This design comes from an exercise in tuning for small area on the open sky130 flow, not from production work.
The RTL was checked by simulation tests, not by an equivalence proof against the original design.
Power and IR drop assume default switching activity.

Setup of old:
==> flow/design.v (excerpt) <==
module cipher (
    input in,
    input [85:0] seq,
    input clock,
    input control,
    input reset,
    output out
);
    reg [2:0] lo;
    reg [4:0] hi;
    always @(posedge clock) begin
        lo <= reset ? {lo[1:0], lo[2]} : 3'b001;
        hi <= reset ? {hi[3:0], ~(hi[4] ^ hi[2])} : 5'd0;
    end
    wire first = lo[0] & ~|hi;
    wire [2:0] sel = lo;
    wire [31:0] group;
    assign group[0] = seq[0] & sel[0] | seq[31] & sel[1] | seq[62] & sel[2];
    assign group[1] = seq[63] & sel[0] | seq[1] & sel[1] | seq[32] & sel[2];
    assign group[2] = seq[42] & sel[0] | seq[73] & sel[1] | seq[11] & sel[2];
    assign group[3] = seq[33] & sel[0] | seq[64] & sel[1] | seq[2] & sel[2];
    assign group[4] = seq[39] & sel[0] | seq[70] & sel[1] | seq[8] & sel[2];
    assign group[5] = seq[12] & sel[0] | seq[43] & sel[1] | seq[74] & sel[2];
    assign group[6] = seq[27] & sel[0] | seq[58] & sel[1];
    assign group[7] = seq[3] & sel[0] | seq[34] & sel[1] | seq[65] & sel[2];
    assign group[8] = seq[9] & sel[0] | seq[40] & sel[1] | seq[71] & sel[2];
    assign group[9] = seq[25] & sel[1] | seq[56] & sel[2];
    assign group[10] = seq[75] & sel[0] | seq[13] & sel[1] | seq[44] & sel[2];
    assign group[11] = seq[15] & sel[0] | seq[46] & sel[1] | seq[77] & sel[2];
    assign group[12] = seq[28] & sel[1] | seq[59] & sel[2];
    assign group[13] = seq[84] & sel[0] | seq[22] & sel[1] | seq[53] & sel[2];
    assign group[14] = seq[66] & sel[0] | seq[4] & sel[1] | seq[35] & sel[2];
    assign group[15] = seq[48] & sel[0] | seq[79] & sel[1] | seq[17] & sel[2];
    assign group[16] = seq[30] & sel[0] | seq[61] & sel[1];
    assign group[17] = seq[72] & sel[0] | seq[10] & sel[1] | seq[41] & sel[2];
    assign group[18] = seq[69] & sel[0] | seq[7] & sel[1] | seq[38] & sel[2];
    assign group[19] = seq[57] & sel[0] | seq[26] & sel[2];
    assign group[20] = seq[24] & sel[0] | seq[55] & sel[1];
    assign group[21] = seq[45] & sel[0] | seq[76] & sel[1] | seq[14] & sel[2];
    assign group[22] = seq[21] & sel[0] | seq[52] & sel[1] | seq[83] & sel[2];
    assign group[23] = seq[78] & sel[0] | seq[16] & sel[1] | seq[47] & sel[2];
    assign group[24] = seq[60] & sel[0] | seq[29] & sel[2];
    assign group[25] = seq[6] & sel[0] | seq[37] & sel[1] | seq[68] & sel[2];
    assign group[26] = seq[54] & sel[0] | seq[85] & sel[1] | seq[23] & sel[2];
  ...
Size in the first run: ~240 cells after synthesis, about 0.0028 mm² of cells after synthesis.
==> module rcloss, before the edit <==
module rcloss #(
    parameter REGLEN = 19,
    parameter FEEDBACK = 0,
    parameter SYNCBITPOS = 0,
    parameter INVERT = 0
) (
    input clock,
    input load,        
    input first,
    input keybit,      
    input majority,
    output exposed,
    output sync
);
    reg [REGLEN - 1:0] stored;
    wire [REGLEN - 1:0] register = stored ^ INVERT;
    wire sh = (majority == register[SYNCBITPOS]);
    wire a = load ? ~first : sh;
    wire b = ~load & ~sh;
    wire [REGLEN - 1:0] shifted = {register[REGLEN - 2:1], register[0] & ~(load & first), ^(register & FEEDBACK)};
    wire [REGLEN - 1:0] inj = {{(REGLEN - 2){1'b0}}, keybit, 1'b0};
    always @(posedge clock)
        stored <= ((({REGLEN {a}} & shifted) | ({REGLEN {b}} & register)) ^ inj) ^ INVERT;
    assign exposed = register[REGLEN - 1];
    assign sync = register[SYNCBITPOS];
endmodule
==> module cipher, before the edit <==
module cipher (
    input in,
    input [85:0] seq,
    input clock,
    input control,
    input reset,
    output out
);
    reg [2:0] lo;
    reg [4:0] hi;
    always @(posedge clock) begin
        lo <= reset ? {lo[1:0], lo[2]} : 3'b001;
        hi <= reset ? {hi[3:0], ~(hi[4] ^ hi[2])} : 5'd0;
    end
    wire first = lo[0] & ~|hi;
    wire [2:0] sel = lo;
    wire [31:0] group;
    assign group[0] = seq[0] & sel[0] | seq[31] & sel[1] | seq[62] & sel[2];
    assign group[1] = seq[63] & sel[0] | seq[1] & sel[1] | seq[32] & sel[2];
    assign group[2] = seq[42] & sel[0] | seq[73] & sel[1] | seq[11] & sel[2];
    assign group[3] = seq[33] & sel[0] | seq[64] & sel[1] | seq[2] & sel[2];
    assign group[4] = seq[39] & sel[0] | seq[70] & sel[1] | seq[8] & sel[2];
    assign group[5] = seq[12] & sel[0] | seq[43] & sel[1] | seq[74] & sel[2];
    assign group[6] = seq[27] & sel[0] | seq[58] & sel[1];
    assign group[7] = seq[3] & sel[0] | seq[34] & sel[1] | seq[65] & sel[2];
    assign group[8] = seq[9] & sel[0] | seq[40] & sel[1] | seq[71] & sel[2];
    assign group[9] = seq[25] & sel[1] | seq[56] & sel[2];
    assign group[10] = seq[75] & sel[0] | seq[13] & sel[1] | seq[44] & sel[2];
    assign group[11] = seq[15] & sel[0] | seq[46] & sel[1] | seq[77] & sel[2];
    assign group[12] = seq[28] & sel[1] | seq[59] & sel[2];
    assign group[13] = seq[84] & sel[0] | seq[22] & sel[1] | seq[53] & sel[2];
    assign group[14] = seq[66] & sel[0] | seq[4] & sel[1] | seq[35] & sel[2];
    assign group[15] = seq[48] & sel[0] | seq[79] & sel[1] | seq[17] & sel[2];
    assign group[16] = seq[30] & sel[0] | seq[61] & sel[1];
    assign group[17] = seq[72] & sel[0] | seq[10] & sel[1] | seq[41] & sel[2];
    assign group[18] = seq[69] & sel[0] | seq[7] & sel[1] | seq[38] & sel[2];
    assign group[19] = seq[57] & sel[0] | seq[26] & sel[2];
    assign group[20] = seq[24] & sel[0] | seq[55] & sel[1];
    assign group[21] = seq[45] & sel[0] | seq[76] & sel[1] | seq[14] & sel[2];
    assign group[22] = seq[21] & sel[0] | seq[52] & sel[1] | seq[83] & sel[2];
    assign group[23] = seq[78] & sel[0] | seq[16] & sel[1] | seq[47] & sel[2];
    assign group[24] = seq[60] & sel[0] | seq[29] & sel[2];
    assign group[25] = seq[6] & sel[0] | seq[37] & sel[1] | seq[68] & sel[2];
    assign group[26] = seq[54] & sel[0] | seq[85] & sel[1] | seq[23] & sel[2];
    assign group[27] = seq[51] & sel[0] | seq[82] & sel[1] | seq[20] & sel[2];
    assign group[28] = seq[36] & sel[0] | seq[67] & sel[1] | seq[5] & sel[2];
    assign group[29] = seq[81] & sel[0] | seq[19] & sel[1] | seq[50] & sel[2];
    assign group[30] = seq[18] & sel[0] | seq[49] & sel[1] | seq[80] & sel[2];
    assign group[31] = group[30];
    wire keybit = reset & group[hi];
    wire F;
    wire outR1, outR2, outR3;
    wire syncR1, syncR2, syncR3;
    rcloss #(.REGLEN(19), .FEEDBACK(19'h07200), .SYNCBITPOS(8), .INVERT(19'h7FC00)) loss1 (
        .clock(clock), .load(reset), .first(first), .keybit(keybit),
        .majority(F), .exposed(outR1), .sync(syncR1));
    rcloss #(.REGLEN(22), .FEEDBACK(22'h300000), .SYNCBITPOS(10), .INVERT(22'h3FF800)) loss2 (
        .clock(clock), .load(reset), .first(first), .keybit(keybit),
        .majority(F), .exposed(outR2), .sync(syncR2));
    rcloss #(.REGLEN(23), .FEEDBACK(23'h700100), .SYNCBITPOS(10), .INVERT(23'h7FF800)) loss3 (
        .clock(clock), .load(reset), .first(first), .keybit(keybit),
        .majority(F), .exposed(outR3), .sync(syncR3));
    assign F = syncR1 & syncR2 | syncR1 & syncR3 | syncR2 & syncR3;
    assign out = (control && !reset) ? in ^ outR1 ^ outR2 ^ outR3 : 1'b0;
endmodule
==> flow/config.mk <==
export PLATFORM = sky130hd
export DESIGN_NAME = cipher
export DESIGN_NICKNAME = cipher
export VERILOG_FILES = /design/flow/design.v
export SDC_FILE = /design/flow/constraint.sdc
export NUM_CORES = 4
export LEC_CHECK = 0
export ABC_AREA = 1
export CAP_MARGIN = 20
export CORE_MARGIN = 2
export CORE_UTILIZATION = 65
export SLEW_MARGIN = 20
==> flow/constraint.sdc <==
create_clock -name core_clock -period 5.0 [get_ports {clock}]
set_input_delay 1.0000 -clock core_clock [delete_from_list [all_inputs] [get_ports {clock}]]
set_output_delay 1.0000 -clock core_clock [all_outputs]
set_load 0.01 [all_outputs]
standard.sh (not shown) runs the stock make flow with config.mk's settings and CLKGATE_MAP_FILE= SYNTH_SCRIPT=/design/flow/synth_recipe.tcl, a recipe that flattens the netlist after the stock synthesis.
==> flow/flow/run.sh <==
#!/bin/bash
# Own layout flow: the standard layout, with an area-oriented ABC mapping
# in synthesis and the ports buffered with the smallest buffer.
set -euo pipefail
W=$(pwd)
export MY_WORK=$W
export MY_ABC_SCRIPT=$W/flow/abc.script
bash standard.sh SYNTH_SCRIPT=$W/flow/synth.tcl \
  "BUFFER_PORTS_ARGS=-buffer_cell sky130_fd_sc_hd__buf_1" "CTS_ARGS=-sink_clustering_enable -repair_clock_nets -dont_use_dummy_load -buf_list sky130_fd_sc_hd__clkbuf_4" finish > $W/make_finish.log 2>&1
==> flow/flow/abc.script <==
strash
&get -n
&dch -f
&nf -R 1000
&put
topo
==> flow/flow/synth.tcl <==
# The standard flow's synthesis script, with the technology mapping of the logic done by
# a different ABC script (flow/abc.script, area-oriented). The registers and
# everything else are as synth_recipe.tcl makes them.
proc abc {args} {
  set out {}
  set skip 0
  foreach a $args {
    if {$skip} { set skip 0; continue }
    if {$a eq "-script"} {
      lappend out -script $::env(MY_ABC_SCRIPT)
      set skip 1
      continue
    }
    lappend out $a
  }
  yosys abc {*}$out
}
source $::env(MY_WORK)/synth_recipe.tcl
old: PASS, flow complete, no timing, DRC or antenna violations
#### Input delta (new over old)
--- a/flow/design.v
+++ b/flow/design.v
@@ -1,8 +1,7 @@
 module rcloss #(
     parameter REGLEN = 19,
     parameter FEEDBACK = 0,
-    parameter SYNCBITPOS = 0,
-    parameter INVERT = 0
+    parameter SYNCBITPOS = 0
 ) (
     input clock,
     input load,        
@@ -12,15 +11,14 @@
     output exposed,
     output sync
 );
-    reg [REGLEN - 1:0] stored;
-    wire [REGLEN - 1:0] register = stored ^ INVERT;
+    reg [REGLEN - 1:0] register;
     wire sh = (majority == register[SYNCBITPOS]);
     wire a = load ? ~first : sh;
     wire b = ~load & ~sh;
     wire [REGLEN - 1:0] shifted = {register[REGLEN - 2:1], register[0] & ~(load & first), ^(register & FEEDBACK)};
     wire [REGLEN - 1:0] inj = {{(REGLEN - 2){1'b0}}, keybit, 1'b0};
     always @(posedge clock)
-        stored <= ((({REGLEN {a}} & shifted) | ({REGLEN {b}} & register)) ^ inj) ^ INVERT;
+        register <= (({REGLEN {a}} & shifted) | ({REGLEN {b}} & register)) ^ inj;
     assign exposed = register[REGLEN - 1];
     assign sync = register[SYNCBITPOS];
 endmodule
@@ -77,13 +75,13 @@
     wire F;
     wire outR1, outR2, outR3;
     wire syncR1, syncR2, syncR3;
-    rcloss #(.REGLEN(19), .FEEDBACK(19'h07200), .SYNCBITPOS(8), .INVERT(19'h7FC00)) loss1 (
+    rcloss #(.REGLEN(19), .FEEDBACK(19'h07200), .SYNCBITPOS(8)) loss1 (
         .clock(clock), .load(reset), .first(first), .keybit(keybit),
         .majority(F), .exposed(outR1), .sync(syncR1));
-    rcloss #(.REGLEN(22), .FEEDBACK(22'h300000), .SYNCBITPOS(10), .INVERT(22'h3FF800)) loss2 (
+    rcloss #(.REGLEN(22), .FEEDBACK(22'h300000), .SYNCBITPOS(10)) loss2 (
         .clock(clock), .load(reset), .first(first), .keybit(keybit),
         .majority(F), .exposed(outR2), .sync(syncR2));
-    rcloss #(.REGLEN(23), .FEEDBACK(23'h700100), .SYNCBITPOS(10), .INVERT(23'h7FF800)) loss3 (
+    rcloss #(.REGLEN(23), .FEEDBACK(23'h700100), .SYNCBITPOS(10)) loss3 (
         .clock(clock), .load(reset), .first(first), .keybit(keybit),
         .majority(F), .exposed(outR3), .sync(syncR3));
     assign F = syncR1 & syncR2 | syncR1 & syncR3 | syncR2 & syncR3;
--- outcome ---
Compared with old, new shows a via count that is 76 lower.
The wire length on met2 in new sits about 1.6% below the value recorded for old.
Taking old as the reference, in new combinational cell fraction of total power shows no meaningful change, maximum frequency shows a reduction of 4.6%, final wirelength shows an increase of 0.73%, minimum clock period shows an increase of 140 ps, final area shows no meaningful change.
Number of buffers created by CTS: old vs new identical
From old to new the numbers moved as follows: count of routing violations after the opening detailed-route iteration moved up; placement row count level.

[what the ideal ports hide]
How much do the figures lean on ideal ports? The routed layouts below were timed once more, with nothing changed but the port constraints. Step 1: set_driving_cell puts a clkbuf_16 on clock and a buf_2 on each other input, an assumption about the parent block. Step 2 moves the port delays by t, midway between the first and last clock arrival at a register: inputs arrive t later, outputs are due t later. That takes back most of the time a late clock gives input paths. a / b / c = ideal / step 1 / step 2; a / b = the first two.
run	shift t [ns]	setup WS [ns]	pins driven straight from the clock port
old	0.403	2.066 / 2.042 / 1.964	1
new	0.397	1.925 / 1.906 / 1.906	1
After both steps setup and hold are still met in every run listed. For old, which loses most, drivers alone change the setup slack by -0.024 ns; drivers and shift together by -0.102 ns.
